Source: an optimization exercise on an open RTL-to-GDS flow (aim: small area and a short achievable clock period). Production flows keep margins and buffers that such runs may drop.
In this exercise RTL edits were held to simulation tests only and were not proved equivalent to the original.
No activity file was given, so power comes from the tool's default toggle rates.

// MIPS_CPU
module MIPS_CPU(clr, Go, clk, Leddata, Count_cycle, Count_branch, Count_jmp,
    imem_addr, imem_data, dmem_addr, dmem_we, dmem_be, dmem_wdata, dmem_rdata);
    input clr, clk, Go;
    output reg [31:0] Leddata;
    output reg [31:0] Count_cycle, Count_branch, Count_jmp;
    output [31:0] imem_addr;
    input  [31:0] imem_data;
    output [9:0]  dmem_addr;
    output        dmem_we;
    output [3:0]  dmem_be;
    output [31:0] dmem_wdata;
    input  [31:0] dmem_rdata;
    reg [31:0] PC;
    wire [31:0] instr = imem_data;
    wire [5:0] op = instr[31:26];
    wire [5:0] fn = instr[5:0];
    wire [4:0] rs = instr[25:21];
    wire [4:0] rt = instr[20:16];
    wire [4:0] rd = instr[15:11];
    wire [4:0] sa = instr[10:6];
    wire [15:0] imm16 = instr[15:0];
    wire opR    = (op == 6'd0);
    wire SYSCALL = opR & (fn == 6'd12);
    wire R_type = opR & ~(fn == 6'd12);
    wire JR     = opR & (fn == 6'd8);
    wire J      = (op == 6'd2);
    wire JAL    = (op == 6'd3);
    wire BEQ    = (op == 6'd4);
    wire BNE    = (op == 6'd5);
    wire BGTZ   = (op == 6'd7);
    wire ADDI   = (op == 6'd8);
    wire ADDIU  = (op == 6'd9);
    wire SLTI   = (op == 6'd10);
    wire SLTIU  = (op == 6'd11);
    wire ANDI   = (op == 6'd12);
    wire ORI    = (op == 6'd13);
    wire LW     = (op == 6'd35);
    wire SH     = (op == 6'd41);
    wire SW     = (op == 6'd43);
    wire sel_add  = opR & (fn == 6'd32 | fn == 6'd33) | ADDI | ADDIU;
    wire sel_sub  = opR & (fn == 6'd34);
    wire sel_and  = opR & (fn == 6'd36) | ANDI;
    wire sel_or   = opR & (fn == 6'd37) | ORI;
    wire sel_nor  = opR & (fn == 6'd39);
    wire sel_slt  = opR & (fn == 6'd42) | SLTI;
    wire sel_sltu = opR & (fn == 6'd43) | SLTIU;
  ...
clock: 14.0 ns
lec_check: 0
cap_margin: 20
core_margin: 2
core_utilization: 55
cts_cluster_diameter: 100
cts_cluster_size: 20
place_density: 0.7
setup_slack_margin: 5
slew_margin: 20
synth_hierarchical: 1
tns_end_percent: 5
standard.sh (not shown) runs the stock make flow with config.mk's settings and CLKGATE_MAP_FILE= SYNTH_SCRIPT=/design/flow/synth_recipe.tcl, a recipe that flattens the netlist after the stock synthesis.
==> flow/flow/run.sh <==
#!/bin/bash
# Standard layout, with plain buffers (buf_1) on the ports instead of the
# delay-cell buffers buffer_ports picks by default, and timing repair aimed
# at a 5.5 ns setup margin.
set -euo pipefail
bash standard.sh BUFFER_PORTS_ARGS="-buffer_cell sky130_fd_sc_hd__buf_1" SETUP_SLACK_MARGIN=5.5 finish > flow_make.log 2>&1
==> next run, changes <==
--- a/flow/config.mk
+++ b/flow/config.mk
@@ -10,4 +10,4 @@
 export CORE_UTILIZATION = 55
-export CTS_CLUSTER_DIAMETER = 100
-export CTS_CLUSTER_SIZE = 20
+export CTS_CLUSTER_DIAMETER = 110
+export CTS_CLUSTER_SIZE = 24
 export PLACE_DENSITY = 0.7
@@ -16,2 +16 @@
 export SYNTH_HIERARCHICAL = 1
-export TNS_END_PERCENT = 5
What happened: Power came out lower by 3.0%; flip-flop and latch count does not change; setup slack is worse by 0.054 ns; via count hardly moves; non-clock buffer count increases by 13; combinational power is about the same; critical path depth is unchanged.
==> next run, changes <==
--- a/flow/config.mk
+++ b/flow/config.mk
@@ -10,4 +10,4 @@
 export CORE_UTILIZATION = 55
-export CTS_CLUSTER_DIAMETER = 110
-export CTS_CLUSTER_SIZE = 24
+export CTS_CLUSTER_DIAMETER = 100
+export CTS_CLUSTER_SIZE = 20
 export PLACE_DENSITY = 0.7
Outcome: Setup slack improved by 0.12 ns; register-to-register slack got worse by 0.09 ns; wire length barely changes; area after synthesis is unchanged; core utilization rose by 0.21 points; power rose by a few percent; global-route usage barely changes; non-clock buffer count fell by 18.


MIPS_CPU, a different RTL version from the one above (not shown whole).
Size: ~270 I/O pins.
Design MIPS_CPU, start of the top module:
module MIPS_CPU(clr, Go, clk, Leddata, Count_cycle, Count_branch, Count_jmp,
    imem_addr, imem_data, dmem_addr, dmem_we, dmem_be, dmem_wdata, dmem_rdata);
export LEC_CHECK = 0
export CAP_MARGIN = 20
export CELL_PAD_IN_SITES_DETAIL_PLACEMENT = 1
export CORE_MARGIN = 2
export CORE_UTILIZATION = 50
export CTS_CLUSTER_DIAMETER = 100
export CTS_CLUSTER_SIZE = 20
export PLACE_DENSITY = 0.65
export SETUP_SLACK_MARGIN = 5
export SLEW_MARGIN = 20
export SYNTH_HIERARCHICAL = 1
export TNS_END_PERCENT = 5
create_clock -name core_clock -period 14.0 [get_ports {clk}]
Scripts as last shown in full above: flow/flow/run.sh
Edit:
--- a/flow/config.mk
+++ b/flow/config.mk
@@ -16,3 +16,2 @@
 export SLEW_MARGIN = 20
 export SYNTH_HIERARCHICAL = 1
-export TNS_END_PERCENT = 5
Wire length is higher by 6.2%. Register-to-register slack degrades by 90 ps. Clock skew rose by 18 ps. Fmax went up by 1.9%. Power came out higher by 0.88%.

-- what the ideal ports hide --
No port has a modelled driver above. Below, the same layouts with a new extraction and two added sets of constraints.
Step 1 (the two cells are an assumption about what drives the block):
set clk [get_ports {clk}]
set_driving_cell -lib_cell sky130_fd_sc_hd__clkbuf_16 $clk
set_driving_cell -lib_cell sky130_fd_sc_hd__buf_2 [delete_from_list [all_inputs] $clk]
Step 2 times the ports against the registers' clock, not the clock port: input delays grow and output delays shrink by t, the midpoint of the rising clock arrivals with the driver on.
Slacks: no drivers / after step 1 / after step 2; pairs: no drivers / after step 1.
| run | shift t [ns] | slack for setup (ns) | hold slack, ns | latest minus earliest clock arrival (ns) | worst slew at a driven data input, ns |
|---|---|---|---|---|---|
| the first run of note 1 | 0.772 | 5.297 / 5.194 / 4.624 | 0.487 / 0.487 / 0.487 | 0.035 / 0.035 | 0.10 |
| the second run of note 1 | 0.790 | 5.243 / 5.207 / 4.551 | 0.473 / 0.473 / 0.473 | 0.065 / 0.065 | 0.14 |
| the third run of note 1 | 0.768 | 5.362 / 5.199 / 4.683 | 0.473 / 0.473 / 0.473 | 0.039 / 0.039 | 0.15 |
| the first run of note 2 | 0.754 | 5.168 / 5.024 / 4.439 | 0.474 / 0.474 / 0.474 | 0.042 / 0.042 | 0.16 |
| the second run of note 2 | 0.764 | 5.329 / 5.230 / 4.728 | 0.483 / 0.483 / 0.483 | 0.060 / 0.060 | 0.17 |
After both steps every run listed still meets setup and hold. The setup slack of the first run of note 2, which loses most, moves by -0.144 ns with the drivers and by -0.729 ns with both steps.
